What follows belongs to an exercise in optimizing a design on an open flow for small area; a production flow would make more cautious choices. At most, simulation tests tie the RTL to the original design; equivalence was not proved. No functional check of the RTL was part of runs 1 to 4 and 6. Power is estimated from default activity; no workload was simulated.

## config.mk

```make
export PLATFORM = sky130hd
export DESIGN_NAME = DP_project
export DESIGN_NICKNAME = DP_project
export VERILOG_FILES = /design/flow/design.v
export SDC_FILE = /design/flow/constraint.sdc
export NUM_CORES = 4
export LEC_CHECK = 0
export ABC_AREA = 1
export CAP_MARGIN = 20
export CORE_MARGIN = 2
export CORE_UTILIZATION = 40
export PLACE_DENSITY = 0.6
export SLEW_MARGIN = 20
```

## constraint.sdc

```tcl
create_clock -name core_clock -period 15.0 [get_ports {in_clk}]
set_input_delay 3.0000 -clock core_clock [delete_from_list [all_inputs] [get_ports {in_clk}]]
set_output_delay 3.0000 -clock core_clock [all_outputs]
set_load 0.01 [all_outputs]
```

## design.v

```verilog
module DP_project(
    input [1:0] mode,
    input start, cancel, door_close, fill_water, drain_water, in_clk,
    output door_lock, fill_valve, drain_valve, motor_bled,
    output [3:0] mode_led,
    output [2:0] status,
    output [4:0] ps_led,
    output [6:0] lcd_out,
    output [7:0] lcd_an
    );
    localparam IDLE = 3'd0, READY = 3'd1, WASH = 3'd2, RINSE = 3'd3, SPIN = 3'd4;
    reg [3:0] k;
    reg [1:0] s;
    reg       fp;        
    wire k9   = k[3] && k[0];
    wire tick = k[3] && !k[0] && !s[0];
    always @(posedge in_clk) begin
        if (cancel) begin
            k <= 4'd8;
            s <= 2'd3;
        end else if (k9) begin
            k <= 4'd0;
            s <= s + 1'b1;
        end else
            k <= k + 1'b1;
    end
    reg [2:0]  ps;
    reg [1:0]  step;
    reg        e;        
    reg        motor;
    reg [1:0]  ml;       
    reg [7:0]  r;        
    reg [4:0]  d;
    wire st_idle  = (ps == IDLE);
    wire st_ready = (ps == READY);
    wire st_wash  = (ps == WASH);
    wire st_rinse = (ps == RINSE);
    wire st_spin  = (ps == SPIN);
    wire st_wr    = st_wash || st_rinse;
    reg [4:0] dend;
    always @(*) begin
        case (ps)
            WASH:    dend = ml[0] ? 5'd7 : 5'd16;
            RINSE:   dend = ml[1] ? 5'd4 : (ml[0] ? 5'd1 : 5'd2);
            default: dend = (ml == 2'd3) ? 5'd0 : (ml == 2'd2) ? 5'd30 : 5'd28;
        endcase
    end
    wire r0   = (r == 8'd0);
    wire done = r0 && (d == dend);
    reg [4:0] dload;
    always @(*) begin
        case (mode)
            2'd0: dload = 5'd22;
            2'd1: dload = 5'd18;
            2'd2: dload = 5'd16;
            default: dload = 5'd4;
        endcase
    end
    wire [4:0] ddec = (d == 5'd16) ? 5'd9 : d - 1'b1;
    wire [1:0] dmode = {~d[1], d[2] ^ d[1]};
    always @(posedge in_clk) begin
        if (cancel) begin
            ps <= IDLE;
            step <= 2'b10;
            e <= 1'b0;
            motor <= 1'b0;
            ml <= 2'd0;
            r <= 8'd0;
            d <= 5'd0;
        end else if (tick) begin
            if (!motor || done || r == 8'd236)
                r <= 8'd0;
            else
                r <= {r[6:0], ~(r[7] ^ r[5] ^ r[4] ^ r[3])};
            if (st_idle)
                d <= dload;
            else if (motor && r0)
                d <= ddec;
            case (ps)
                IDLE: begin
                    if (start && door_close) begin
                        ps <= READY;
                        step[0] <= 1'b0;
                    end else if (start) begin
                        step[0] <= 1'b1;
                    end else begin
                        e <= 1'b1;
                        step <= 2'b00;
                        ml <= mode;
                    end
                end
                READY: begin
                    e <= 1'b0;
                    step <= 2'b00;
                    ml <= dmode;
                    ps <= (dmode[1] == 1'b0) ? WASH : (dmode[0] ? SPIN : RINSE);
                end
                WASH, RINSE: begin
                    case (step)
                        2'd0: begin
                            e <= 1'b1;
                            step <= {1'b0, fill_water};
                        end
                        2'd1: begin
                            motor <= 1'b1;
                            if (done) step <= 2'd2;
                        end
                        2'd2: begin
                            motor <= 1'b0;
                            if (drain_water) step <= 2'd3;
                        end
                        default: begin
                            if (!e)
                                step <= 2'd0;
                            else begin
                                e <= 1'b0;
                                ps <= st_wash ? RINSE : SPIN;
                            end
                        end
                    endcase
                end
                default: begin  
                    if (!done) begin
                        e <= 1'b1;
                        motor <= 1'b1;
                    end else begin
                        e <= 1'b0;
                        motor <= 1'b0;
                        step <= 2'b00;
                        ps <= IDLE;
                    end
                end
            endcase
        end
    end
    wire z  = (st_idle || st_ready) && step[1];
    wire rd = st_idle && step[0];
    assign door_lock   = !st_idle;
    assign motor_bled  = motor;
    assign fill_valve  = st_wr && ((step == 2'd0 && e) || (step == 2'd1 && !motor));
    assign drain_valve = st_wr && ((step == 2'd2 && !motor) || (step == 2'd3 && e));
    assign mode_led    = z ? 4'b0000 : (4'b0001 << ml);
    assign status      = !st_idle ? 3'b010 :
                         rd ? 3'b001 : e ? 3'b100 : z ? 3'b000 : 3'b010;
    reg [4:0] psl;
    always @(*) begin
        if (st_idle || st_ready)
            psl = z ? 5'b00000 : e ? 5'b00001 : 5'b10000;
        else if (st_wash)
            psl = e ? 5'b00100 : 5'b00010;
        else if (st_rinse)
            psl = e ? 5'b01000 : (ml == 2'd2 ? 5'b00010 : 5'b00100);
        else
            psl = e ? 5'b10000 : (ml == 2'd3 ? 5'b00010 : 5'b01000);
    end
    assign ps_led = psl;
    wire       ten  = d[4] && !d[3];
    wire [3:0] unit = {d[3] && !d[4], d[2:0] & {3{!(d[4] && d[3])}}};
    reg [3:0] ur;        
    reg       tb;        
    reg       tr;        
    wire s0 = (s == 2'd0);
    wire at00 = s0 && (k == 4'd0);
    wire at08 = tick && !s[1];
    wire at11 = (s == 2'd1) && (k == 4'd1);
    always @(posedge in_clk) begin
        if (cancel) begin
            ur <= 4'd0;
            tb <= 1'b0;
            tr <= 1'b0;
            fp <= 1'b1;
        end else begin
            if (at00)
                ur <= unit;
            if (at08)
                tb <= ten;
            if (at11) begin
                tr <= ten;
                fp <= 1'b0;
            end
        end
    end
    wire       blank = fp && ((s == 2'd3) || ((s == 2'd1) && (k == 4'd0)));
    wire [3:0] dig = s0 ? ur : {3'b000, at11 ? tb : tr};
    wire [1:0] an = {s0 || (fp && s == 2'd3), !(s0 || (fp && s == 2'd3 && k[0]))};
    reg [6:0] seg;
    always @(*) begin
        case (dig)
            4'd0: seg = 7'b1000000;
            4'd1: seg = 7'b1111001;
            4'd2: seg = 7'b0100100;
            4'd3: seg = 7'b0110000;
            4'd4: seg = 7'b0011001;
            4'd5: seg = 7'b0010010;
            4'd6: seg = 7'b0000010;
            4'd7: seg = 7'b1111000;
            4'd8: seg = 7'b0000000;
            default: seg = 7'b0010000;
        endcase
    end
    assign lcd_out = blank ? 7'b1111111 : seg;
    assign lcd_an  = {6'b111111, an};
endmodule
```

## flow/run.sh

```bash
#!/bin/bash
set -euo pipefail
here=$(pwd)
export MY_ABC_SCRIPT=$here/flow/area.abc
args=(ADDER_MAP_FILE= SYNTH_SCRIPT=$here/flow/my_synth.tcl "BUFFER_PORTS_ARGS=-buffer_cell sky130_fd_sc_hd__buf_1" "CTS_ARGS=-sink_clustering_enable -repair_clock_nets -buf_list sky130_fd_sc_hd__clkbuf_4 -sink_clustering_size 20 -sink_clustering_max_diameter 300 -dont_use_dummy_load")
bash standard.sh "${args[@]}" synth > synth.log 2>&1
bash standard.sh "${args[@]}" finish > finish.log 2>&1
```

## flow/area.abc

```
strash
&get -n
&deepsyn -T 30
&put
strash
dch -f
amap
topo
```

## flow/my_synth.tcl

```tcl
# The standard flow's synthesis (synth_recipe.tcl) with one change: the final abc
# mapping runs an area-oriented script (flow/area.abc) in place of the
# platform's.
proc synth {args} { yosys synth -nofsm -noshare {*}$args }
proc abc {args} {
  set i [lsearch -exact $args -script]
  if {$i >= 0} {
    set args [lreplace $args [expr {$i+1}] [expr {$i+1}] $::env(MY_ABC_SCRIPT)]
  }
  yosys abc {*}$args
}
source $::env(SCRIPTS_DIR)/synth.tcl
# left out here: clear keep_hierarchy, flatten, clean up, hide names made inside functions, write 1_2_yosys.v
```

## standard.sh

```bash
#!/bin/bash
# synth_recipe.tcl (not shown) runs the flow's synth.tcl, then flattens the netlist and writes it again
# the make line also repeats each setting of config.mk as NAME=value (left out here)
make -C /OpenROAD-flow-scripts/flow DESIGN_CONFIG=/design/flow/config.mk WORK_HOME=/design/flow/orfs CLKGATE_MAP_FILE= SYNTH_SCRIPT=/design/flow/synth_recipe.tcl "${@:-finish}"
```

==> results of run 1 <==
-- sequential cells by signal, indices dropped and copies added, names as in the netlist --
signal  count
r           8
d           5
k           4
ur          4
ps          3
ml          2
s           2
step        2
e           1
fp          1
motor       1
tb          1
tr          1
-- per-layer routing --
metal / GRT usage / wire length (um)
met2: 0.300 / 2170
met1: 0.250 / 2270
met4: 0.0741 / 26
met3: 0.0525 / 250
met5: 0 / 0
-- Yosys cell counts, drive strengths merged, types with 4 or more instances --
| library cell | count |
|---|---|
| nor3 | 16 |
| nor2 | 51 |
| clkinv | 49 |
| nand2 | 27 |
| o21ai | 15 |
| buf | 6 |
| dfxtp | 35 |
| o221ai | 4 |
| a21oi | 10 |
| o22ai | 18 |
| o21a | 6 |
| a31oi | 4 |
-- worst paths after layout --
check	from	to	slack [ns]	depth (start not counted)
worst max register to register	k[3]	d[1]	12.02	9
worst min register to register	r[1]	r[1]	0.48	2
worst max-delay path	ps[1]	drain_valve	9.58	7
worst min-delay path	r[1]	r[1]	0.48	2
-- stage by stage --
stage,instances,power [mW],util
3_3_place_gp,360,0.123,0.441
3_5_place_dp,360,0.123,0.441
2_1_floorplan,280,0.116,-
6_report,365,0.166,0.449
5_1_grt,365,0.174,0.449
4_1_cts,365,0.167,0.449
-- worst reg2reg max path: cells and delay by family (launching register included) --
kind,cells,cell delay [ns]
AND/OR/NAND/NOR,4,1.45
flip-flops,1,0.34
buffers and inverters,3,0.62
AO/OA/AOI/OAI,2,0.45
-- power by group --
group	total [mW]	switching [mW]	internal [mW]
clock	0.0449	0.0292	0.0157
sequential	0.0973	0.00245	0.0949
combinational	0.0234	0.0155	0.00794
-- logic make-up after synthesis --
kind of cell | synth area share
AOI/OAI and AO/OA | 0.263
buffers and inverters | 0.121
DFF | 0.370
other | 0.00198
and+or+nand+nor | 0.244
-- area by class of cell --
cell class | count | area share
Timing Repair Buffer | 32 | 0.0573
Clock buffer | 5 | 0.0179
Multi-Input combinational cell | 190 | 0.470
Sequential cell | 35 | 0.335
Tap cell | 54 | 0.0323
Inverter | 49 | 0.0878
==> impl_results.md, run 1 <==
* Status: finished clean
* Minimum clock period at 5.42 ns
* # hold bufs at CTS at 0
* Area growth syn-to-layout at 10.5%
* Most used cell, CP: clkinv_1
* Worst Skew at 0.0148 ns
* Diodes inserted at 0
* Avg Cell Area, Syn at 6.89 um^2
* Slowest stage cell on the critical path: nor3_1
* GRT Util Overall at 0.191
* Via/cell ratio at 5.44
* Place WS at 9.98 ns
* Number of global-route vias before repair at 1829
* Slew margin rel. at 0.436
* Multi-input gate area at 985 um^2
* Yosys top cell by area: dfxtp_1
* Drt initial violations at 136
* WP data required at 12.00 ns
* Die width at 72.8 um
* Layout net count at 321
* CTS buffer count at 5
* Worst Setup End Kind: output pin
* Final worst slack at 9.58 ns
* Largest net degree at the start of global routing at 13
* Drt first pass iters at 4
* Post_cts resized at 0
* Core area at 4660 um^2
* Clk slew on worst S/H paths at 0.11 ns
* Setup Crit Path Kind: flop to output pin
* Lkg Pwr at 0.708 nW
* Synth async-reset ratio at 0
* Hold Vio Cnt, Final at 0
* Worst-Skew Late Latency at 0.34 ns
* Most frequent cells in the layout: nor2_1 (51), clkinv_1 (49), dfxtp_1 (35)
* Port-buffer cells at 32
* Top cells by area, synth: dfxtp_1 (37%), nor2_1 (10%), clkinv_1 (9.7%)
* Die area at 5310 um^2
* Actual slew at the worst max-slew pin at 0.840 ns
* Data arrival time of the worst path at 2.42 ns
* RSZ-0062 raised after global routing: no
* DP Area at 2060 um^2
* Post-synthesis instance total at 275
* Share of layout cells above drive strength 1 at 0.0161
* Fin area at 2090 um^2
* Setup Buffers After CTS at 0
* Mapped Area at 1900 um^2
* Cell family with most CP delay: simple AND/OR/NAND/NOR gates
* Netlist cell types at 32
* HPWL after detailed placement at 3.67 mm
* Setup tns final at 0 ns
* Seq/Total Area, Yosys at 0.370
* Bufs on Longest Clock Path at 2
* Root Driver: clkbuf_4
* Clock tree sinks at 35
* Synth top area share at 0.370
* CP max FO at 6
* Starting density of the core at 0.407
* Endpoints failing setup at 0
* Final worst path period share at 0.361
* Crit path cell chain: clkinv_1, nor2_1, clkinv_1, nor3_1, clkinv_1, o22ai_1, buf_1
* Initial antenna violation count at 0
* Drt drc at 0
* Final GP Congestion at 0.853
* Synthesis warning total at 1
* Hold Crit Class: flop to flop
* Total grt overflow at 0
* Cell Rows at 25
* Wire length of the first global-routing pass at 8.02 mm
* Detail Route Antenna Nets at 0
* Peak supply drop at 0.0368 mV
* Crit path launch type: flop
* CTS tree: built
* Hold Slack at 0.484 ns
* Routed WL per cell at 12.9 um
* IO Count at 39
* Worst Path Buf+Inv at 4
* #FFs+latches synth at 35
* PwrDens at 79.1 nW/um^2
* Routed wire length at 4.71 mm
* Final Max Tran Viols at 0
* Commonest non-fill, non-tap cell in the layout: nor2_1
* FILL cells at 478
* Worst path max stage delay at 0.54 ns
* Vias at 1985
* CTS H-tree depth at 2
* FMAX at 184 MHz
* Synth Flop Type: dfxtp_1
* Chip height at 72.8 um
* Flip-flop and latch area at 701 um^2
* Max-cap viol count at 0
* EDFF count, synth at 0
==> run 2: changes to the inputs <==
==> flow/run.sh (replaced) <==
#!/bin/bash
set -euo pipefail
here=$(pwd)
export MY_ABC_SCRIPT=$here/flow/area.abc
args=(ADDER_MAP_FILE= SYNTH_SCRIPT=$here/flow/my_synth.tcl "BUFFER_PORTS_ARGS=-buffer_cell sky130_fd_sc_hd__buf_1" "CTS_ARGS=-sink_clustering_enable -repair_clock_nets -buf_list sky130_fd_sc_hd__clkbuf_2 -root_buf sky130_fd_sc_hd__clkbuf_4 -sink_clustering_size 12 -sink_clustering_max_diameter 100 -dont_use_dummy_load")
bash standard.sh "${args[@]}" synth > synth.log 2>&1
bash standard.sh "${args[@]}" finish > finish.log 2>&1
==> impl_results.md, run 2 <==
* Chip height at 73 um (+0.22%)
* Post_cts resized at 0 (unchanged)
* Top cells by area, synth: dfxtp_1 (37%), clkinv_1 (10%), nor2_1 (9.5%)
* Hold Slack at 0.465 ns (-0.0187 ns)
* Bufs on Longest Clock Path at 2 (unchanged)
* Post-synthesis instance total at 277 (+0.73%)
* Die width at 73 um (+0.22%)
* Commonest non-fill, non-tap cell in the layout: clkinv_1
* PwrDens at 79.5 nW/um^2 (+0.60%)
* Fin area at 2100 um^2 (+0.42%)
* #FFs+latches synth at 35 (unchanged)
* Yosys top cell by area: dfxtp_1
* RSZ-0062 raised after global routing: no
* Root Driver: clkbuf_4
* Total grt overflow at 0 (unchanged)
* FMAX at 183 MHz (-0.79%)
* WP data required at 12.00 ns (about the same)
* Worst-Skew Late Latency at 0.33 ns (about the same)
* Setup Buffers After CTS at 0 (unchanged)
* Worst Skew at 0.0193 ns (+0.00458 ns)
* HPWL after detailed placement at 3.66 mm (-0.20%)
* CTS tree: built
* Total Power at 0.167 mW (+1.0%)
* Hold Vio Cnt, Final at 0 (unchanged)
* Largest regs: r (8), d (5)
* Minimum clock period at 5.46 ns (+0.0430 ns)
* Core area at 4660 um^2 (unchanged)
* Largest register by flop count: r
* Final GP Congestion at 0.837 (-1.8%)
* Final Max Tran Viols at 0 (unchanged)
* Crit path cell chain: or3_1, nor4_1, nor2_1, a31oi_1, nand2_1, o21ai_0, o21a_1, buf_1
* Netlist cell types at 34 (+6.3%)
* Cell Rows at 25 (unchanged)
* Drt initial violations at 71 (-48%)
* Crit path launch type: flop
* Port-buffer cells at 32 (unchanged)
* Lkg Pwr at 0.700 nW (-1.2%)
* CP max FO at 6 (unchanged)
* Wire length of the first global-routing pass at 8.03 mm (about the same)
* Synth cell count leaders: clkinv_1 (52), nor2_1 (48), dfxtp_1 (35)
* Die area at 5330 um^2 (+0.44%)
* Clock tree sinks at 35 (unchanged)
* Slowest stage cell on the critical path: nor4_1
* Layout net count at 323 (+0.62%)
* Setup tns final at 0 ns (unchanged)
* Max FFs per register at 8 (unchanged)
* Routed wire length at 4.74 mm (+0.51%)
* Synthesis warning total at 1 (unchanged)
* CTS H-tree depth at 2 (unchanged)
* Cell family with most CP delay: simple AND/OR/NAND/NOR gates
* Clk slew on worst S/H paths at 0.11 ns (about the same)
* Share of layout cells above drive strength 1 at 0.0160 (-0.000103)
* Final worst path period share at 0.364 (+0.00286)
* Vias at 2005 (+1.0%)
* Most frequent cells in the layout: clkinv_1 (52), nor2_1 (48), dfxtp_1 (35)
* Synth top area share at 0.368 (-0.00170)
* IO Count at 39 (unchanged)
* Seq/Total Area, Yosys at 0.368 (-0.00170)
* DP Area at 2070 um^2 (+0.43%)
* Routed WL per cell at 12.9 um (about the same)
* Initial antenna violation count at 0 (unchanged)
* # hold bufs at CTS at 0 (unchanged)
* Starting density of the core at 0.409 (+0.00188)
* Most frequent cell after synthesis: clkinv_1
* Slew margin rel. at 0.479 (+0.0436)
* Via/cell ratio at 5.46 (+0.46%)
* Diodes inserted at 0 (unchanged)
* Worst Path Buf+Inv at 1 (-3)
* Worst path max stage delay at 0.50 ns (-0.04 ns)
* Avg Cell Area, Syn at 6.87 um^2 (-0.26%)
* Largest net degree at the start of global routing at 15 (+2)
* GRT Util Overall at 0.192 (+0.000734)
* Peak supply drop at 0.0450 mV (+22%)
* Synth async-reset ratio at 0 (unchanged)
* Drt drc at 0 (unchanged)
* Synth Flop Type: dfxtp_1
* Number of global-route vias before repair at 1805 (-1.3%)
* Mapped Area at 1900 um^2 (+0.46%)
* Worst Setup End Kind: output pin
* Status: finished clean
* Setup Crit Path Kind: flop to output pin
* Drt first pass iters at 5 (+1)
* CTS buffer count at 5 (unchanged)
* Actual slew at the worst max-slew pin at 0.775 ns (-0.0648 ns)
* EDFF count, synth at 0 (unchanged)
* Area growth syn-to-layout at 10.4% (about the same)
* Finished Core Util at 0.451 (+0.00188)
* Hold Crit Class: flop to flop
* Max-cap viol count at 0 (unchanged)
* Endpoints failing setup at 0 (unchanged)
* Data arrival time of the worst path at 2.46 ns (+0.04 ns)
* Detail Route Antenna Nets at 0 (unchanged)
[run 2: cell count changes after synthesis, sizes merged, moves of 3 or more]
cell / delta
nand2: -4
a21oi: +5
o21ai: +6
nor2: -3
clkinv: +3
[run 2: stage by stage]
step	setup WS, ns	cells
final	9.54	367
after detailed placement	9.90	362
after floorplan	10.01	282
after CTS	9.52	367
after global placement	10.02	362
after global routing	9.32	367
[run 2: area by class of cell]
cell class	count	area, um^2
inverter	52	195
fill	511	2560
multi-input combinational	189	982
sequential	35	701
timing repair buffer	32	120
tap	54	67.6
clock buffer	5	37.5
[run 2: final timing paths]
check             start          to  slack [ns]  depth (start not counted)
setup / recovery   k[3]  lcd_out[0]        9.54                          8
hold / removal    ur[0]       ur[0]        0.47                          2
setup reg to reg   d[2]       ps[2]       11.76                         14
hold reg to reg   ur[0]       ur[0]        0.47                          2
[run 2: layer usage]
layer,up-vias,wire length (um),GRT usage
met5,-,0,0
met4,0,92,0.0720
met3,14,213,0.0387
met2,57,2150,0.312
met1,902,2280,0.250
li1,1032,-,-
[run 2: logic make-up after synthesis]
| logic type | count (synthesis) | synth area share |
|---|---|---|
| AO/OA/AOI/OAI | 84 | 0.284 |
| buffers and inverters | 58 | 0.126 |
| flip-flops | 35 | 0.368 |
| other | 1 | 0.00197 |
| AND/OR/NAND/NOR | 99 | 0.220 |
[run 2: report_power, final]
| group | switching, mW | total (mW) | internal (mW) | leakage [nW] |
|---|---|---|---|---|
| Clock | 0.0283 | 0.0440 | 0.0157 | 0.0230 |
| Combinational | 0.0171 | 0.0254 | 0.00826 | 0.393 |
| Sequential | 0.00271 | 0.0979 | 0.0951 | 0.284 |
| Total | 0.0482 | 0.167 | 0.119 | 0.700 |
[run 2: worst reg2reg max path: cells and delay by family, from the launching register on]
kind / cells / cell delay, ns
compound gates: 7 / 1.71
buf+inv: 3 / 0.51
simple gates: 4 / 0.49
flops: 1 / 0.45
==> run 3: changes to the inputs <==
==> flow/run.sh (replaced) <==
#!/bin/bash
set -euo pipefail
here=$(pwd)
export MY_ABC_SCRIPT=$here/flow/area.abc
args=(ADDER_MAP_FILE= SYNTH_SCRIPT=$here/flow/my_synth.tcl "BUFFER_PORTS_ARGS=-buffer_cell sky130_fd_sc_hd__buf_1" "CTS_ARGS=-sink_clustering_enable -repair_clock_nets -buf_list sky130_fd_sc_hd__clkbuf_8 -sink_clustering_size 40 -sink_clustering_max_diameter 500 -dont_use_dummy_load")
bash standard.sh "${args[@]}" synth > synth.log 2>&1
bash standard.sh "${args[@]}" finish > finish.log 2>&1
==> impl_results.md, run 3 <==
* Status: finished clean
* Post_cts resized at 0 (unchanged)
* Share of layout cells above drive strength 1 at 0.0160 (+0.0000512)
* Port-buffer cells at 32 (unchanged)
* Synthesis warning total at 1 (unchanged)
* Chip height at 72.7 um (-0.40%)
* Synth Flop Type: dfxtp_1
* GRT Util Overall at 0.195 (+0.00285)
* Final GP Congestion at 0.868 (+3.6%)
* Die area at 5290 um^2 (-0.81%)
* CP Launch Point: s[1]
* Worst Setup End Kind: output pin
* # hold bufs at CTS at 0 (unchanged)
* Largest regs: r (8), d (5)
* Peak supply drop at 0.0407 mV (-9.5%)
* Area growth syn-to-layout at 12.1%
* Endpoints failing setup at 0 (unchanged)
* Synth top area share at 0.371 (+0.00317)
* CP max FO at 6 (unchanged)
* Routed WL per cell at 13.0 um (+0.82%)
* Most frequent cells in the layout: clkinv_1 (47), nor2_1 (47), dfxtp_1 (35)
* Vias at 1976 (-1.4%)
* Setup tns final at 0 ns (unchanged)
* Data arrival time of the worst path at 2.38 ns (-0.08 ns)
* DP Cell Count at 359 (-0.83%)
* RSZ-0062 raised after global routing: no
* FILL cells at 495 (-3.1%)
* Hold Crit Class: flop to flop
* Root Driver: clkbuf_8
* Worst-Skew Late Latency at 0.29 ns (-0.04 ns)
* Hold Startpoint: r[1]
* DP Area at 2050 um^2 (-0.91%)
* WP data required at 12.00 ns (about the same)
* Via/cell ratio at 5.43 (-0.63%)
* Max FFs per register at 8 (unchanged)
* Slew margin rel. at 0.588 (+0.109)
* Max-cap viol count at 0 (unchanged)
* Crit path launch type: flop
* Core area at 4440 um^2 (-4.6%)
* Final worst path period share at 0.358 (-0.00583)
* Avg Cell Area, Syn at 6.84 um^2 (-0.49%)
* Actual slew at the worst max-slew pin at 0.612 ns (-0.163 ns)
* Flip-flop and latch area at 701 um^2 (unchanged)
* Setup Crit Path Kind: flop to output pin
* Minimum clock period at 5.38 ns (-0.0874 ns)
* Place WS at 9.92 ns (+0.0163 ns)
* Drt drc at 0 (unchanged)
* Multi-input gate area at 985 um^2 (+0.25%)
* Top cells by area, synth: dfxtp_1 (37%), clkinv_1 (9.3%), nor2_1 (9.3%)
* Detail Route Antenna Nets at 0 (unchanged)
* Finished Core Util at 0.476 (+0.0248)
* Cell Rows at 24 (-4.0%)
* Total Power at 0.196 mW (+17%)
* Drt initial violations at 114 (+61%)
* CTS tree: built
* Post-synthesis instance total at 276 (-0.36%)
* Synth async-reset ratio at 0 (unchanged)
* Yosys top cell by area: dfxtp_1
* Routed wire length at 4.74 mm (unchanged)
* HPWL after detailed placement at 3.63 mm (-0.78%)
* IO Count at 39 (unchanged)
* Die width at 72.7 um (-0.40%)
* Hold Slack at 0.471 ns (+0.00637 ns)
* Diodes inserted at 0 (unchanged)
* R2R Setup Slk at 12.13 ns (+0.37 ns)
* Synth cell count leaders: clkinv_1 (47), nor2_1 (47), dfxtp_1 (35)
* Mapped Area at 1890 um^2 (-0.85%)
* Lkg Pwr at 0.727 nW (+3.9%)
* CTS buffer count at 5 (unchanged)
* Clk slew on worst S/H paths at 0.07 ns (-0.04 ns)
* Netlist cell types at 31 (-8.8%)
* FF-to-FF Start: ps[1]
* Total grt overflow at 0 (unchanged)
* EDFF count, synth at 0 (unchanged)
* Starting density of the core at 0.425 (+0.0162)
* Final non-filler cell total at 364 (-0.82%)
* CTS H-tree depth at 2 (unchanged)
* Layout net count at 322 (-0.31%)
* Drt first pass iters at 4 (-1)
* Worst Skew at 0.00775 ns (-0.0116 ns)
* #FFs+latches synth at 35 (unchanged)
* Fin area at 2120 um^2 (+0.59%)
* Initial antenna violation count at 0 (unchanged)
* Bufs on Longest Clock Path at 2 (unchanged)
* Setup Buffers After CTS at 0 (unchanged)
* FMAX at 186 MHz (+1.6%)
* Seq/Total Area, Yosys at 0.371 (+0.00317)
* Final worst slack at 9.62 ns (+0.0874 ns)
* Wire length of the first global-routing pass at 8.10 mm (+0.86%)
* Final Max Tran Viols at 0 (unchanged)
* Largest net degree at the start of global routing at 16 (+1)
* Hold Vio Cnt, Final at 0 (unchanged)
* Number of global-route vias before repair at 1808 (+0.17%)
* Clock tree sinks at 35 (unchanged)
* Largest register by flop count: r
* PwrDens at 92.5 nW/um^2 (+16%)
==> run 3: cell count changes after synthesis, moves of 2 or more <==
cell	before	now
o21a_1	4	6
clkinv_1	52	47
o221ai_1	2	4
nand4_1	2	4
o21ai_0	21	18
nor3_1	14	17
a211oi_1	3	1
a21oi_1	15	13
o22ai_1	16	18
o32ai_1	5	2
nand2_1	23	28
nor4_1	1	3
==> run 3: layout make-up <==
cell class                      instances  share of cell area
Multi-Input combinational cell        193               0.465
Tap cell                               52              0.0308
Inverter                               47              0.0834
Sequential cell                        35               0.331
Clock buffer                            5              0.0325
Timing Repair Buffer                   32              0.0568
==> run 3: worst paths after layout <==
check                           cells past startpoint         end
worst max-delay path                               10  lcd_out[0]
worst min-delay path                                2        r[2]
worst max register to register                     12       ps[2]
worst min register to register                      2        r[2]
==> run 3: worst max-delay path: stages (launching register included) <==
cell	delay, ns
dfxtp_1	0.36
nor2_1	0.30
clkinv_1	0.23
nor4_1	0.49
a21oi_1	0.08
o41ai_1	0.08
a31oi_1	0.09
nand2b_1	0.11
o21ai_0	0.11
o21a_1	0.12
buf_1	0.12
==> run 3: logic make-up after synthesis <==
| family | after synthesis | share of synthesized area |
|---|---|---|
| AO/OA/AOI/OAI | 77 | 0.258 |
| flip-flops | 35 | 0.371 |
| other | 1 | 0.00199 |
| AND/OR/NAND/NOR | 110 | 0.251 |
| buffers and inverters | 53 | 0.117 |
==> run 3: per-layer routing <==
layer | part of all wire | global-route usage | vias to the layer above
li1 | - | - | 1032
met1 | 0.49 | 0.255 | 871
met2 | 0.44 | 0.304 | 63
met3 | 0.054 | 0.0470 | 10
met4 | 0.018 | 0.0885 | 0
met5 | 0 | 0 | -
==> run 3: where the power goes <==
part,switching [mW],internal (mW)
Sequential,0.00373,0.0959
Clock,0.0312,0.0299
Combinational,0.0237,0.0113
==> run 4: changes to the inputs <==
==> flow/run.sh (replaced) <==
#!/bin/bash
set -euo pipefail
here=$(pwd)
export MY_ABC_SCRIPT=$here/flow/area.abc
args=(ADDER_MAP_FILE= SYNTH_SCRIPT=$here/flow/my_synth.tcl "BUFFER_PORTS_ARGS=-buffer_cell sky130_fd_sc_hd__buf_1" "CTS_ARGS=-sink_clustering_enable -repair_clock_nets -buf_list sky130_fd_sc_hd__clkbuf_4 -sink_clustering_size 40 -sink_clustering_max_diameter 500 -dont_use_dummy_load")
bash standard.sh "${args[@]}" synth > synth.log 2>&1
bash standard.sh "${args[@]}" finish > finish.log 2>&1
==> impl_results.md, run 4 <==
* Status: finished clean
* Place WS at 9.98 ns (+0.0606 ns)
* Via/cell ratio at 5.44 (+0.18%)
* FF-to-FF Start: k[3]
* Final worst slack at 9.58 ns (-0.0444 ns)
* Setup Buffers After CTS at 0 (unchanged)
* Net Sw Power at 0.0471 mW (-20%)
* Switching share of power at 0.284 (-0.0155)
* Worst-Skew Late Latency at 0.34 ns (+0.05 ns)
* Clk slew on worst S/H paths at 0.11 ns (+0.04 ns)
* Hold Startpoint: r[1]
* Most frequent cell after synthesis: nor2_1
* IO Count at 39 (unchanged)
* # hold bufs at CTS at 0 (unchanged)
* Netlist cell types at 32 (+3.2%)
* Wire length of the first global-routing pass at 8.02 mm (-0.94%)
* Initial antenna violation count at 0 (unchanged)
* Final Max Tran Viols at 0 (unchanged)
* Hold path endpoint: r[1]
* Setup Crit Path Kind: flop to output pin
* Lkg Pwr at 0.708 nW (-2.5%)
* Int Pwr at 0.118 mW (-14%)
* HPWL after detailed placement at 3.67 mm (+0.99%)
* CTS H-tree depth at 2 (unchanged)
* Worst Setup End Kind: output pin
* DP Cell Count at 360 (+0.28%)
* Slew margin rel. at 0.436 (-0.153)
* Root Driver: clkbuf_4
* Final GP Congestion at 0.853 (-1.7%)
* Vias at 1985 (+0.46%)
* Synthesis warning total at 1 (unchanged)
* Mapped Area at 1900 um^2 (+0.40%)
* Worst Skew at 0.0148 ns (+0.00700 ns)
* Worst path max stage delay at 0.54 ns (+0.05 ns)
* Final non-filler cell total at 365 (+0.27%)
* Post-synthesis instance total at 275 (-0.36%)
* Synth top area share at 0.370 (-0.00147)
* Core area at 4660 um^2 (+4.9%)
* CTS buffer count at 5 (unchanged)
* Synth Flop Type: dfxtp_1
* Avg Cell Area, Syn at 6.89 um^2 (+0.76%)
* Setup tns final at 0 ns (unchanged)
* Total Power at 0.166 mW (-15%)
* GRT Util Overall at 0.191 (-0.00358)
* Diodes inserted at 0 (unchanged)
* Die area at 5310 um^2 (+0.37%)
* Flip-flop and latch area at 701 um^2 (unchanged)
* WP data required at 12.00 ns (about the same)
* Max-cap viol count at 0 (unchanged)
* Bufs on Longest Clock Path at 2 (unchanged)
* Final worst path period share at 0.361 (+0.00296)
* Routed wire length at 4.71 mm (-0.51%)
* Cell Rows at 25 (+4.2%)
* R2R Setup Slk at 12.02 ns (-0.11 ns)
* Drt drc at 0 (unchanged)
* Largest regs: r (8), d (5)
* FF-to-FF End: d[1]
* Total grt overflow at 0 (unchanged)
* Actual slew at the worst max-slew pin at 0.840 ns (+0.228 ns)
* Peak supply drop at 0.0368 mV (-9.6%)
* CTS tree: built
* Die width at 72.8 um (+0.19%)
* Reg power frac at 0.588 (+0.079)
* Synth cell count leaders: nor2_1 (51), clkinv_1 (49), dfxtp_1 (35)
* Port-buffer cells at 32 (unchanged)
* Drt first pass iters at 4 (unchanged)
* #FFs+latches synth at 35 (unchanged)
* Hold Slack at 0.484 ns (+0.0123 ns)
* Synth async-reset ratio at 0 (unchanged)
* Crit path launch type: flop
* CP max FO at 6 (unchanged)
* Yosys top cell by area: dfxtp_1
* Area growth syn-to-layout at 10.5%
* PwrDens at 79.1 nW/um^2 (-15%)
* Hold-critical path depth at 2 (unchanged)
* Slowest stage cell on the critical path: nor3_1
* Layout net count at 321 (-0.31%)
* Seq/Total Area, Yosys at 0.370 (-0.00147)
* EDFF count, synth at 0 (unchanged)
* Largest register by flop count: r
* Data arrival time of the worst path at 2.42 ns (+0.04 ns)
* Hold Vio Cnt, Final at 0 (unchanged)
* Post_cts resized at 0 (unchanged)
* Drt initial violations at 136 (+19%)
* Routed WL per cell at 12.9 um (-0.78%)
* Max FFs per register at 8 (unchanged)
* Clock network fraction of total power at 0.271 (-0.041)
* Clock tree sinks at 35 (unchanged)
* Share of layout cells above drive strength 1 at 0.0161 (+0.0000515)
* Minimum clock period at 5.42 ns (+0.0444 ns)
* Chip height at 72.8 um (+0.19%)
* Hold Crit Class: flop to flop
* RSZ-0062 raised after global routing: no
* Most frequent cells in the layout: nor2_1 (51), clkinv_1 (49), dfxtp_1 (35)
* Crit path cell chain: clkinv_1, nor2_1, clkinv_1, nor3_1, clkinv_1, o22ai_1, buf_1
* Power share of the combinational group at 0.141 (-0.038)
* Most used cell, CP: clkinv_1
* Top cells by area, synth: dfxtp_1 (37%), nor2_1 (10%), clkinv_1 (9.7%)
* R2R cell count at 9 (-3)
* Number of global-route vias before repair at 1829 (+1.2%)
* Multi-input gate area at 985 um^2 (unchanged)
* Detail Route Antenna Nets at 0 (unchanged)
* Endpoints failing setup at 0 (unchanged)
* Commonest non-fill, non-tap cell in the layout: nor2_1
* Largest net degree at the start of global routing at 13 (-3)
* Starting density of the core at 0.407 (-0.0181)
* FILL cells at 478 (-3.4%)
* FMAX at 184 MHz (-0.82%)
[run 4: changes by cell type after synthesis, sizes merged, moves of 2 or more]
cell    before  now
nor2        47   51
a21oi       13   10
o21ai       18   15
clkinv      47   49
nand3        5    3
nand4        4    2
or3          1    3
[run 4: stage by stage]
stage,cell area [um^2],utilization
global placement,2060,0.441
floorplan,1910,-
finish,2090,0.449
CTS,2090,0.449
global route,2090,0.449
detailed placement,2060,0.441
[run 4: final cells by class]
| cell class | instances | area share |
|---|---|---|
| inverters | 49 | 0.0878 |
| multi-input cells | 190 | 0.470 |
| flip-flops and latches | 35 | 0.335 |
| well taps | 54 | 0.0323 |
| repair buffers | 32 | 0.0573 |
| clock buffers | 5 | 0.0179 |
[run 4: power by group through the flow]
stage | Clock (mW) | Sequential [mW] | Combinational, mW
after CTS | 0.0465 | 0.0973 | 0.0234
final | 0.0449 | 0.0973 | 0.0234
after global placement | 0 | 0.0995 | 0.0233
after detailed placement | 0 | 0.0994 | 0.0233
after floorplan | 0 | 0.0988 | 0.0173
after global routing | 0.0499 | 0.0978 | 0.0267
[run 4: worst max-delay path by stage]
stage,start,slack [ns],cells past startpoint,to
CTS,ps[1],9.60,7,drain_valve
floorplan,k[3],10.18,8,lcd_out[0]
finish,ps[1],9.58,7,drain_valve
detailed placement,ps[1],9.98,7,drain_valve
global route,ps[1],9.33,7,drain_valve
global placement,ps[1],10.02,7,drain_valve
[run 4: cells by family after synthesis]
logic type | count (synthesis) | synth area share
compound gates | 75 | 0.263
buf+inv | 55 | 0.121
flops | 35 | 0.370
other cells | 1 | 0.00198
simple gates | 109 | 0.244
[run 4: critical path, delay by kind of cell (launching register included)]
kind | cells | cell delay (ns)
buffers and inverters | 4 | 0.71
and+or+nand+nor | 2 | 0.86
AOI/OAI and AO/OA | 1 | 0.18
DFF | 1 | 0.34
[run 4: per-layer routing]
layer  vias to the layer above  track usage  share of wire
li1                       1023            -              -
met1                       910        0.250           0.48
met2                        50        0.300           0.46
met3                         2       0.0525          0.053
met4                         0       0.0741         0.0055
met5                         -            0              0
==> run 5: changes to the inputs <==
--- a/design.v
+++ b/design.v
@@ -27,6 +27,5 @@
     reg [2:0]  ps;
     reg [1:0]  step;
-    reg        e;        
-    reg        motor;
+    reg        x;
     reg [1:0]  ml;       
     reg [7:0]  r;        
@@ -38,4 +37,7 @@
     wire st_spin  = (ps == SPIN);
     wire st_wr    = st_wash || st_rinse;
+    wire motor    = ((st_wr && (step[1] ^ step[0])) || st_spin) && x;
+    wire e        = st_wash  ? !(step == 2'd0 && !x) :
+                    st_rinse ? !(!x && (step[1] == step[0])) : x;
     reg [4:0] dend;
     always @(*) begin
@@ -63,6 +65,5 @@
             ps <= IDLE;
             step <= 2'b10;
-            e <= 1'b0;
-            motor <= 1'b0;
+            x <= 1'b0;
             ml <= 2'd0;
             r <= 8'd0;
@@ -85,5 +86,5 @@
                         step[0] <= 1'b1;
                     end else begin
-                        e <= 1'b1;
+                        x <= 1'b1;
                         step <= 2'b00;
                         ml <= mode;
@@ -91,5 +92,5 @@
                 end
                 READY: begin
-                    e <= 1'b0;
+                    x <= 1'b0;
                     step <= 2'b00;
                     ml <= dmode;
@@ -99,20 +100,20 @@
                     case (step)
                         2'd0: begin
-                            e <= 1'b1;
+                            x <= !fill_water;
                             step <= {1'b0, fill_water};
                         end
                         2'd1: begin
-                            motor <= 1'b1;
+                            x <= 1'b1;
                             if (done) step <= 2'd2;
                         end
                         2'd2: begin
-                            motor <= 1'b0;
+                            x <= drain_water;
                             if (drain_water) step <= 2'd3;
                         end
                         default: begin
-                            if (!e)
+                            if (!x)
                                 step <= 2'd0;
                             else begin
-                                e <= 1'b0;
+                                x <= 1'b0;
                                 ps <= st_wash ? RINSE : SPIN;
                             end
@@ -122,9 +123,7 @@
                 default: begin  
                     if (!done) begin
-                        e <= 1'b1;
-                        motor <= 1'b1;
+                        x <= 1'b1;
                     end else begin
-                        e <= 1'b0;
-                        motor <= 1'b0;
+                        x <= 1'b0;
                         step <= 2'b00;
                         ps <= IDLE;
@@ -138,6 +137,6 @@
     assign door_lock   = !st_idle;
     assign motor_bled  = motor;
-    assign fill_valve  = st_wr && ((step == 2'd0 && e) || (step == 2'd1 && !motor));
-    assign drain_valve = st_wr && ((step == 2'd2 && !motor) || (step == 2'd3 && e));
+    assign fill_valve  = st_wr && ((step == 2'd0 && x) || (step == 2'd1 && !x));
+    assign drain_valve = st_wr && ((step == 2'd2 && !x) || (step == 2'd3 && x));
     assign mode_led    = z ? 4'b0000 : (4'b0001 << ml);
     assign status      = !st_idle ? 3'b010 :
==> flow/run.sh (replaced) <==
#!/bin/bash
# The standard layout (standard.sh) with these changes:
#  - synthesis: no adder-cell extraction, and the final abc mapping uses an
#    area script, tried with several seeds, keeping the smallest netlist
#    (flow/my_synth.tcl, flow/area.abc); registers are untouched;
#  - every port still gets a buffer, of the smallest buffer cell (buf_1);
#  - clock tree of clkbuf_4 cells, without dummy loads.
# Each step writes its full output to its own log in this folder.
set -euo pipefail
here=$(pwd)
export MY_ABC_SCRIPT=$here/flow/area.abc
export MY_ABC_SEEDS="1 2 3 4"
args=(ADDER_MAP_FILE=
      SYNTH_SCRIPT=$here/flow/my_synth.tcl
      "BUFFER_PORTS_ARGS=-buffer_cell sky130_fd_sc_hd__buf_1"
      "CTS_ARGS=-sink_clustering_enable -repair_clock_nets -buf_list sky130_fd_sc_hd__clkbuf_4 -dont_use_dummy_load")
bash standard.sh "${args[@]}" synth > synth.log 2>&1
bash standard.sh "${args[@]}" finish > finish.log 2>&1
==> flow/area.abc (replaced) <==
strash
&get -n
&deepsyn -T 25 -S @SEED@
&put
strash
dch -f
amap
topo
==> flow/my_synth.tcl (replaced) <==
# The standard flow's synthesis (synth_recipe.tcl) with one change: the final abc
# mapping runs an area-oriented script (flow/area.abc) several times with
# different random seeds for its &deepsyn step, and keeps the smallest
# result by liberty cell area.
proc synth {args} { yosys synth -nofsm -noshare {*}$args }
proc abc {args} {
  set i [lsearch -exact $args -script]
  set lib [lindex $args [expr {[lsearch -exact $args -liberty] + 1}]]
  set seeds $::env(MY_ABC_SEEDS)
  set tmpl [read [open $::env(MY_ABC_SCRIPT)]]
  yosys design -save preabc
  set best -1
  set bestseed [lindex $seeds 0]
  foreach seed $seeds {
    set f $::env(OBJECTS_DIR)/area_s$seed.abc
    set fh [open $f w]
    puts $fh [string map [list @SEED@ $seed] $tmpl]
    close $fh
    set a [lreplace $args [expr {$i+1}] [expr {$i+1}] $f]
    yosys design -load preabc
    yosys abc {*}$a
    yosys tee -q -o $::env(OBJECTS_DIR)/area_s$seed.txt stat -liberty $lib
    set fh [open $::env(OBJECTS_DIR)/area_s$seed.txt r]
    set txt [read $fh]
    close $fh
    regexp {Chip area for module[^:]*:\s*([0-9.]+)} $txt -> area
    puts "abc seed $seed: area $area"
    if {$best < 0 || $area < $best} {
      set best $area
      set bestseed $seed
      yosys design -save bestabc
    }
  }
  puts "abc: keeping seed $bestseed, area $best"
  yosys design -load bestabc
}
source $::env(SCRIPTS_DIR)/synth.tcl
# left out here: clear keep_hierarchy, flatten, clean up, hide names made inside functions, write 1_2_yosys.v
==> impl_results.md, run 5 <==
* Synth Flop Type: dfxtp_1
* Largest regs: r (8), d (5)
* Most frequent cells in the layout: clkinv_1 (47), nor2_1 (46), dfxtp_1 (34)
* R2R cell count at 13 (+4)
* Post-synthesis instance total at 276 (+0.36%)
* FF-to-FF End: ps[0]
* Root Driver: clkbuf_4
* DP Cell Count at 359 (-0.28%)
* Slew margin rel. at 0.577 (+0.141)
* Hold-critical path depth at 2 (unchanged)
* Finished Core Util at 0.466 (+0.0163)
* CTS H-tree depth at 2 (unchanged)
* CTS buffer count at 5 (unchanged)
* Max FFs per register at 8 (unchanged)
* Synthesis warning total at 1 (unchanged)
* FF-to-FF Start: ps[0]
* EDFF count, synth at 0 (unchanged)
* Final worst slack at 9.78 ns (+0.203 ns)
* Detail Route Antenna Nets at 0 (unchanged)
* Number of global-route vias before repair at 1753 (-4.2%)
* Clk slew on worst S/H paths at 0.11 ns (about the same)
* WP data required at 12.00 ns (about the same)
* Total Power at 0.168 mW (+1.4%)
* Netlist cell types at 32 (unchanged)
* Final GP Congestion at 0.843 (-1.1%)
* Vias at 1960 (-1.3%)
* Post_cts resized at 0 (unchanged)
* CP Launch Point: k[3]
* Setup Buffers After CTS at 0 (unchanged)
* Wire length of the first global-routing pass at 7.87 mm (-1.9%)
* Minimum clock period at 5.22 ns (-0.203 ns)
* Routed WL per cell at 12.4 um (-3.6%)
* Starting density of the core at 0.421 (+0.0147)
* Via/cell ratio at 5.38 (-0.99%)
* Most used cell, CP: nor2_1
* Hold Startpoint: r[0]
* Worst Path Buf+Inv at 2 (-2)
* Status: finished clean
* Largest register by flop count: r
* Final Max Tran Viols at 0 (unchanged)
* Final worst path period share at 0.348 (-0.0135)
* Peak supply drop at 0.0421 mV (+14%)
* Core area at 4440 um^2 (-4.6%)
* CP max FO at 4 (-2)
* Mapped Area at 1870 um^2 (-1.2%)
* Total grt overflow at 0 (unchanged)
* Setup Crit Path Kind: flop to output pin
* Bufs on Longest Clock Path at 2 (unchanged)
* Most frequent cell after synthesis: clkinv_1
* Yosys top cell by area: dfxtp_1
* Hold path endpoint: r[1]
* Setup tns final at 0 ns (unchanged)
* Synth top area share at 0.363 (-0.00624)
* Data arrival time of the worst path at 2.22 ns (-0.20 ns)
* Drt drc at 0 (unchanged)
* Worst path max stage delay at 0.34 ns (-0.20 ns)
* Layout net count at 322 (+0.31%)
* Cell Rows at 24 (-4.0%)
* Synth async-reset ratio at 0 (unchanged)
* Worst-Skew Late Latency at 0.34 ns (about the same)
* Port-buffer cells at 32 (unchanged)
* Die width at 72.4 um (-0.56%)
* CTS tree: built
* Place WS at 10.10 ns (+0.122 ns)
* Initial antenna violation count at 0 (unchanged)
* Diodes inserted at 0 (unchanged)
* Endpoints failing setup at 0 (unchanged)
* Hold Vio Cnt, Final at 0 (unchanged)
* Drt first pass iters at 4 (unchanged)
* Lkg Pwr at 0.711 nW (+0.36%)
* HPWL after detailed placement at 3.53 mm (-3.7%)
* Clock tree sinks at 34 (-2.9%)
* Hold Crit Class: flop to flop
* Chip height at 72.4 um (-0.56%)
* GRT Util Overall at 0.185 (-0.00632)
* Die area at 5250 um^2 (-1.1%)
* Share of layout cells above drive strength 1 at 0.0160 (-0.0000515)
* # hold bufs at CTS at 0 (unchanged)
* Slowest stage cell on the critical path: dfxtp_1
* RSZ-0062 raised after global routing: no
* Crit path launch type: flop
* Commonest non-fill, non-tap cell in the layout: clkinv_1
* Largest net degree at the start of global routing at 14 (+1)
* Drt initial violations at 92 (-32%)
* Avg Cell Area, Syn at 6.79 um^2 (-1.5%)
* Actual slew at the worst max-slew pin at 0.635 ns (-0.205 ns)
* Crit path cell chain: or2_0, nor3_1, nor2_1, nand3_1, clkinv_1, a22oi_1, nor2_1, nor2_1, o31ai_1, o21a_1, buf_1
* Area growth syn-to-layout at 10.5% (about the same)
* Top cells by area, synth: dfxtp_1 (36%), clkinv_1 (9.4%), nor2_1 (9.2%)
* Max-cap viol count at 0 (unchanged)
* Final non-filler cell total at 364 (-0.27%)
* Seq/Total Area, Yosys at 0.363 (-0.00624)
* Worst Skew at 0.0226 ns (+0.00782 ns)
* Routed wire length at 4.53 mm (-3.8%)
* Cell family with most CP delay: simple AND/OR/NAND/NOR gates
* IO Count at 39 (unchanged)
* #FFs+latches synth at 34 (-2.9%)
* PwrDens at 81.1 nW/um^2 (+2.6%)
* R2R Setup Slk at 12.11 ns (+0.09 ns)
* Synth cell count leaders: clkinv_1 (47), nor2_1 (46), dfxtp_1 (34)
* FMAX at 192 MHz (+3.9%)
* Worst Setup End Kind: output pin
## run 5: cell count changes after synthesis, moves of 3 or more
cell / change
o21ai_0: +7
o221ai_1: -3
o21a_1: -5
nand3_1: +4
o31ai_1: +4
a21oi_1: +7
nor2_1: -5
## run 5: per-stage QoR
| step | hold WS, ns | cell area (um^2) |
|---|---|---|
| 2_1_floorplan | 0.442 | 1890 |
| 3_3_place_gp | 0.464 | 2030 |
| 3_5_place_dp | 0.466 | 2030 |
| 4_1_cts | 0.467 | 2070 |
| 5_1_grt | 0.499 | 2070 |
| 6_report | 0.470 | 2070 |
## run 5: worst max-delay path by stage
stage / cells past startpoint / slack, ns / end
finish: 11 / 9.78 / lcd_out[0]
global route: 11 / 9.53 / lcd_out[0]
CTS: 11 / 9.77 / lcd_out[0]
detailed placement: 9 / 10.10 / d[4]
global placement: 11 / 10.14 / lcd_out[0]
floorplan: 7 / 10.22 / ps_led[2]
## run 5: cells by family (layout without fill, tap and decap cells)
| kind of cell | count (synthesis) | in the layout | synth area share |
|---|---|---|---|
| AOI/OAI and AO/OA | 83 | 83 | 0.280 |
| buffers and inverters | 53 | 84 | 0.118 |
| DFF | 34 | 34 | 0.363 |
| other | 1 | 6 | 0.00200 |
| and+or+nand+nor | 105 | 105 | 0.236 |
## run 5: per-layer routing
metal / vias up / wire (um) / GRT usage
li1: 1028 / - / -
met1: 904 / 2270 / 0.258
met2: 21 / 2090 / 0.292
met3: 7 / 117 / 0.0375
met4: 0 / 50 / 0.0494
met5: - / 0 / 0
## run 5: worst register-to-register path: stages, from the launching register on
cell and delay, ns:
dfxtp_1 0.53, clkinv_1 0.24, nor3_1 0.22, o22ai_1 0.10
a31o_1 0.23, o311a_1 0.13, o21ai_0 0.24, clkinv_1 0.20
o21ai_0 0.22, o21ai_0 0.20, a211o_1 0.27, nor2_1 0.11
a21oi_1 0.05, nor2_1 0.09
## run 5: layout make-up
type | count | area [um^2]
well taps | 52 | 65.1
multi-input cells | 194 | 990
inverters | 47 | 176
flip-flops and latches | 34 | 681
fillers | 503 | 2370
repair buffers | 32 | 120
clock buffers | 5 | 37.5
## run 5: power by group
group / total [mW] / internal [mW] / leakage (nW) / switching (mW)
Clock: 0.0436 / 0.0157 / 0.0230 / 0.0280
Sequential: 0.0958 / 0.0928 / 0.276 / 0.00300
Combinational: 0.0284 / 0.00947 / 0.412 / 0.0189
==> run 6: changes to the inputs <==
--- a/design.v
+++ b/design.v
@@ -13,15 +13,18 @@
     reg [1:0] s;
     reg       fp;        
-    wire k9   = k[3] && k[0];
-    wire tick = k[3] && !k[0] && !s[0];
+    wire k0   = !k[0] && !k[2];
+    wire k1   = !k[1] && !k[3];
+    wire k8   = !k[0] && !k[3];
+    wire k9   = !k[0] && !k[1] && k[2];
+    wire tick = k8 && !s[0];
     always @(posedge in_clk) begin
         if (cancel) begin
-            k <= 4'd8;
+            k <= 4'b0110;
             s <= 2'd3;
-        end else if (k9) begin
-            k <= 4'd0;
-            s <= s + 1'b1;
-        end else
-            k <= k + 1'b1;
+        end else begin
+            k <= {k[2:0], k[0] ^ k[3] ^ (!k[1] && k[2])};
+            if (k9)
+                s <= s + 1'b1;
+        end
     end
     reg [2:0]  ps;
@@ -29,5 +32,5 @@
     reg        x;
     reg [1:0]  ml;       
-    reg [7:0]  r;        
+    reg [7:0]  rn;       
     reg [4:0]  d;
     wire st_idle  = (ps == IDLE);
@@ -40,14 +43,15 @@
     wire e        = st_wash  ? !(step == 2'd0 && !x) :
                     st_rinse ? !(!x && (step[1] == step[0])) : x;
-    reg [4:0] dend;
+    reg [2:0] dend;
     always @(*) begin
         case (ps)
-            WASH:    dend = ml[0] ? 5'd7 : 5'd16;
-            RINSE:   dend = ml[1] ? 5'd4 : (ml[0] ? 5'd1 : 5'd2);
-            default: dend = (ml == 2'd3) ? 5'd0 : (ml == 2'd2) ? 5'd30 : 5'd28;
+            WASH:    dend = ml[0] ? 3'b111 : 3'b000;
+            RINSE:   dend = ml[1] ? 3'b100 : (ml[0] ? 3'b001 : 3'b010);
+            default: dend = (ml == 2'd3) ? 3'b000 : (ml == 2'd2) ? 3'b110 : 3'b100;
         endcase
     end
+    wire [7:0] r = ~rn;
     wire r0   = (r == 8'd0);
-    wire done = r0 && (d == dend);
+    wire done = r0 && (d[2:0] == dend);
     reg [4:0] dload;
     always @(*) begin
@@ -67,11 +71,11 @@
             x <= 1'b0;
             ml <= 2'd0;
-            r <= 8'd0;
+            rn <= 8'hff;
             d <= 5'd0;
         end else if (tick) begin
-            if (!motor || done || r == 8'd236)
-                r <= 8'd0;
+            if (!motor || done)
+                rn <= 8'hff;
             else
-                r <= {r[6:0], ~(r[7] ^ r[5] ^ r[4] ^ r[3])};
+                rn <= ~{r[6:0], ~(r[7] ^ r[5] ^ r[0] ^ (r[4] & r[3]))};
             if (st_idle)
                 d <= dload;
@@ -82,5 +86,4 @@
                     if (start && door_close) begin
                         ps <= READY;
-                        step[0] <= 1'b0;
                     end else if (start) begin
                         step[0] <= 1'b1;
@@ -160,7 +163,7 @@
     reg       tr;        
     wire s0 = (s == 2'd0);
-    wire at00 = s0 && (k == 4'd0);
+    wire at00 = s0 && k0;
     wire at08 = tick && !s[1];
-    wire at11 = (s == 2'd1) && (k == 4'd1);
+    wire at11 = (s == 2'd1) && k1;
     always @(posedge in_clk) begin
         if (cancel) begin
@@ -180,22 +183,16 @@
         end
     end
-    wire       blank = fp && ((s == 2'd3) || ((s == 2'd1) && (k == 4'd0)));
+    wire       blank = fp && ((s == 2'd3) || ((s == 2'd1) && k0));
     wire [3:0] dig = s0 ? ur : {3'b000, at11 ? tb : tr};
-    wire [1:0] an = {s0 || (fp && s == 2'd3), !(s0 || (fp && s == 2'd3 && k[0]))};
-    reg [6:0] seg;
-    always @(*) begin
-        case (dig)
-            4'd0: seg = 7'b1000000;
-            4'd1: seg = 7'b1111001;
-            4'd2: seg = 7'b0100100;
-            4'd3: seg = 7'b0110000;
-            4'd4: seg = 7'b0011001;
-            4'd5: seg = 7'b0010010;
-            4'd6: seg = 7'b0000010;
-            4'd7: seg = 7'b1111000;
-            4'd8: seg = 7'b0000000;
-            default: seg = 7'b0010000;
-        endcase
-    end
+    wire [1:0] an = {s0 || (fp && s == 2'd3), !(s0 || (fp && s == 2'd3 && k[3]))};
+    wire A = dig[3], B = dig[2], C = dig[1], D = dig[0];
+    wire sa = A | C | (B & D) | (!B & !D);
+    wire sb = !B | (!C & !D) | (C & D);
+    wire sc = B | !C | D;
+    wire sd = A | (!B & !D) | (!B & C) | (C & !D) | (B & !C & D);
+    wire se = (!B & !D) | (C & !D);
+    wire sf = A | (!C & !D) | (B & !C) | (B & !D);
+    wire sg = A | (!B & C) | (B & !C) | (C & !D);
+    wire [6:0] seg = ~{sg, sf, se, sd, sc, sb, sa};
     assign lcd_out = blank ? 7'b1111111 : seg;
     assign lcd_an  = {6'b111111, an};
--- a/flow/run.sh
+++ b/flow/run.sh
@@ -10,7 +10,8 @@
 here=$(pwd)
 export MY_ABC_SCRIPT=$here/flow/area.abc
-export MY_ABC_SEEDS="1 2 3 4"
+export MY_ABC_SEEDS="1 2 3 4 5 6"
 args=(ADDER_MAP_FILE=
       SYNTH_SCRIPT=$here/flow/my_synth.tcl
+      SKIP_REPAIR_TIE_FANOUT=1
       "BUFFER_PORTS_ARGS=-buffer_cell sky130_fd_sc_hd__buf_1"
       "CTS_ARGS=-sink_clustering_enable -repair_clock_nets -buf_list sky130_fd_sc_hd__clkbuf_4 -dont_use_dummy_load")
==> impl_results.md, run 6 <==
* Most frequent cell after synthesis: nor2_1
* CTS tree: built
* Clock tree sinks at 34 (unchanged)
* Clk slew on worst S/H paths at 0.10 ns (about the same)
* Die width at 71.2 um (-1.7%)
* Yosys top cell by area: dfxtp_1
* Peak supply drop at 0.0406 mV (-3.7%)
* Root Driver: clkbuf_4
* RSZ-0062 raised after global routing: no
* Core area at 4350 um^2 (-2.0%)
* Chip height at 71.2 um (-1.7%)
* Place WS at 9.89 ns (-0.213 ns)
* Seq/Total Area, Yosys at 0.377 (+0.0136)
* Post_cts resized at 0 (unchanged)
* Synth Flop Type: dfxtp_1
* Slew margin rel. at 0.465 (-0.112)
* GRT Util Overall at 0.181 (-0.00369)
* Largest register by flop count: rn
* Routed wire length at 4.31 mm (-4.9%)
* Final GP Congestion at 0.847 (+0.40%)
* Number of global-route vias before repair at 1662 (-5.2%)
* Commonest non-fill, non-tap cell in the layout: nor2_1
* Final worst slack at 9.49 ns (-0.288 ns)
* Layout net count at 296 (-8.1%)
* Top cells by area, synth: dfxtp_1 (38%), nor2_1 (10%), clkinv_1 (7.7%)
* Crit path launch type: flop
* Max-cap viol count at 0 (unchanged)
* EDFF count, synth at 0 (unchanged)
* Worst Skew at 0.0222 ns (-0.000391 ns)
* IO Count at 39 (unchanged)
* Cell Rows at 24 (unchanged)
* Worst-Skew Late Latency at 0.34 ns (about the same)
* Minimum clock period at 5.51 ns (+0.288 ns)
* Netlist cell types at 32 (unchanged)
* Lkg Pwr at 0.666 nW (-6.3%)
* WP data required at 12.00 ns (about the same)
* Bufs on Longest Clock Path at 2 (unchanged)
* Diodes inserted at 0 (unchanged)
* Hold Crit Class: flop to flop
* # hold bufs at CTS at 0 (unchanged)
* Endpoints failing setup at 0 (unchanged)
* Initial antenna violation count at 0 (unchanged)
* CTS buffer count at 5 (unchanged)
* Starting density of the core at 0.415 (-0.00680)
* CP max FO at 4 (unchanged)
* Via/cell ratio at 5.37 (-0.27%)
* Flip-flop and latch area at 681 um^2 (unchanged)
* Multi-input gate area at 941 um^2 (-4.9%)
* Setup tns final at 0 ns (unchanged)
* Die area at 5070 um^2 (-3.4%)
* Most frequent cells in the layout: nor2_1 (50), clkinv_1 (37), dfxtp_1 (34)
* Final worst path period share at 0.367 (+0.0192)
* Max FFs per register at 8 (unchanged)
* Detail Route Antenna Nets at 0 (unchanged)
* Worst Setup End Kind: output pin
* Avg Cell Area, Syn at 7.08 um^2 (+4.3%)
* Data arrival time of the worst path at 2.51 ns (+0.29 ns)
* Largest regs: rn (8), d (5)
* Setup Crit Path Kind: flop to output pin
* #FFs+latches synth at 34 (unchanged)
* Setup Buffers After CTS at 0 (unchanged)
* HPWL after detailed placement at 3.26 mm (-7.6%)
* FILL cells at 448 (-11%)
* Wire length of the first global-routing pass at 7.42 mm (-5.8%)
* Mapped Area at 1810 um^2 (-3.6%)
* Largest net degree at the start of global routing at 16 (+2)
* Final Max Tran Viols at 0 (unchanged)
* Post-synthesis instance total at 255 (-7.6%)
* Status: finished clean
* Share of layout cells above drive strength 1 at 0.0175 (+0.00146)
* Drt first pass iters at 4 (unchanged)
* Routed WL per cell at 12.7 um (+2.4%)
* Drt initial violations at 106 (+15%)
* Synth top area share at 0.377 (+0.0136)
* FMAX at 182 MHz (-5.2%)
* CTS H-tree depth at 2 (unchanged)
* Hold Vio Cnt, Final at 0 (unchanged)
* Actual slew at the worst max-slew pin at 0.796 ns (+0.161 ns)
* PwrDens at 85.0 nW/um^2 (+4.8%)
* Drt drc at 0 (unchanged)
* Synth cell count leaders: nor2_1 (50), clkinv_1 (37), dfxtp_1 (34)
* Port-buffer cells at 32 (unchanged)
* Synthesis warning total at 1 (unchanged)
* Synth async-reset ratio at 0 (unchanged)
* Total grt overflow at 0 (unchanged)
* Vias at 1815 (-7.4%)
* Area growth syn-to-layout at 9.84%
run 6: cells by family after synthesis:
family                 share of synthesized area
AO/OA/AOI/OAI                              0.277
buffers and inverters                      0.102
other                                    0.00208
AND/OR/NAND/NOR                            0.242
flip-flops                                 0.377
run 6: final timing paths:
kind                            slack [ns]  cells past startpoint  startpoint   endpoint
worst min-delay path                  0.45                      2        k[2]       k[3]
worst max register to register       11.85                      8        s[0]    step[0]
worst max-delay path                  9.49                     12       ps[1]  ps_led[1]
worst min register to register        0.45                      2        k[2]       k[3]
run 6: layout make-up:
type | instances | area share
tap | 52 | 0.0328
multi-input combinational | 178 | 0.474
inverter | 37 | 0.0700
timing repair buffer | 32 | 0.0606
sequential | 34 | 0.343
clock buffer | 5 | 0.0189
run 6: worst max-delay path: stages, from the launching register on:
cell and delay (ns):
dfxtp_1 0.36, clkinv_1 0.12, nor2_1 0.25, clkinv_1 0.19
a21oi_1 0.18, o21ai_0 0.19, o211ai_1 0.18, nor2_1 0.08
nor2_1 0.09, a211oi_1 0.06, or2_0 0.23, nor2_1 0.10
buf_1 0.17
run 6: metal layers:
layer	part of all wire	track usage
met1	0.50	0.244
met5	0	0
met3	0.044	0.0442
met4	0.0091	0.0545
met2	0.44	0.288
run 6: metrics by stage:
stage                     power (mW)  instance area [um^2]   util  hold WS (ns)  std cells
after CTS                      0.170                  1980  0.455         0.451        338
after detailed placement       0.127                  1950  0.447         0.437        333
after global placement         0.127                  1950  0.447         0.435        333
after floorplan                0.119                  1810      -         0.415        255
after global routing           0.177                  1980  0.455         0.480        338
final                          0.169                  1980  0.455         0.448        338
run 6: power breakdown:
part | internal (mW) | switching, mW
registers | 0.0932 | 0.00315
clock network | 0.0157 | 0.0280
logic | 0.00923 | 0.0193
total | 0.118 | 0.0505

==> afterwards: timing with drivers on the ports <==
Ports are ideal in the flow. The routed layouts listed here were re-timed in OpenROAD.
Step 1 sets driving cells, clkbuf_16 on the clock port and buf_2 on the other inputs (assumed; they add their load-dependent delay and slew).
Step 2 times the ports against the registers' clock, not the clock port: input delays grow and output delays shrink by t, the midpoint of the rising clock arrivals with the driver on.
Three values: no drivers, after step 1, after step 2; two values: the first two.
run	t, ns	setup WS [ns]	worst hold slack (ns)
run 1	0.354	9.579 / 9.554 / 9.909	0.484 / 0.484 / 0.484
run 2	0.345	9.536 / 9.509 / 9.853	0.465 / 0.465 / 0.465
run 3	0.310	9.623 / 9.595 / 9.905	0.471 / 0.471 / 0.471
run 4	0.354	9.579 / 9.554 / 9.909	0.484 / 0.484 / 0.484
run 5	0.351	9.782 / 9.757 / 10.102	0.470 / 0.470 / 0.470
run 6	0.351	9.494 / 9.469 / 9.820	0.448 / 0.448 / 0.448
After both steps every run listed still meets setup and hold.
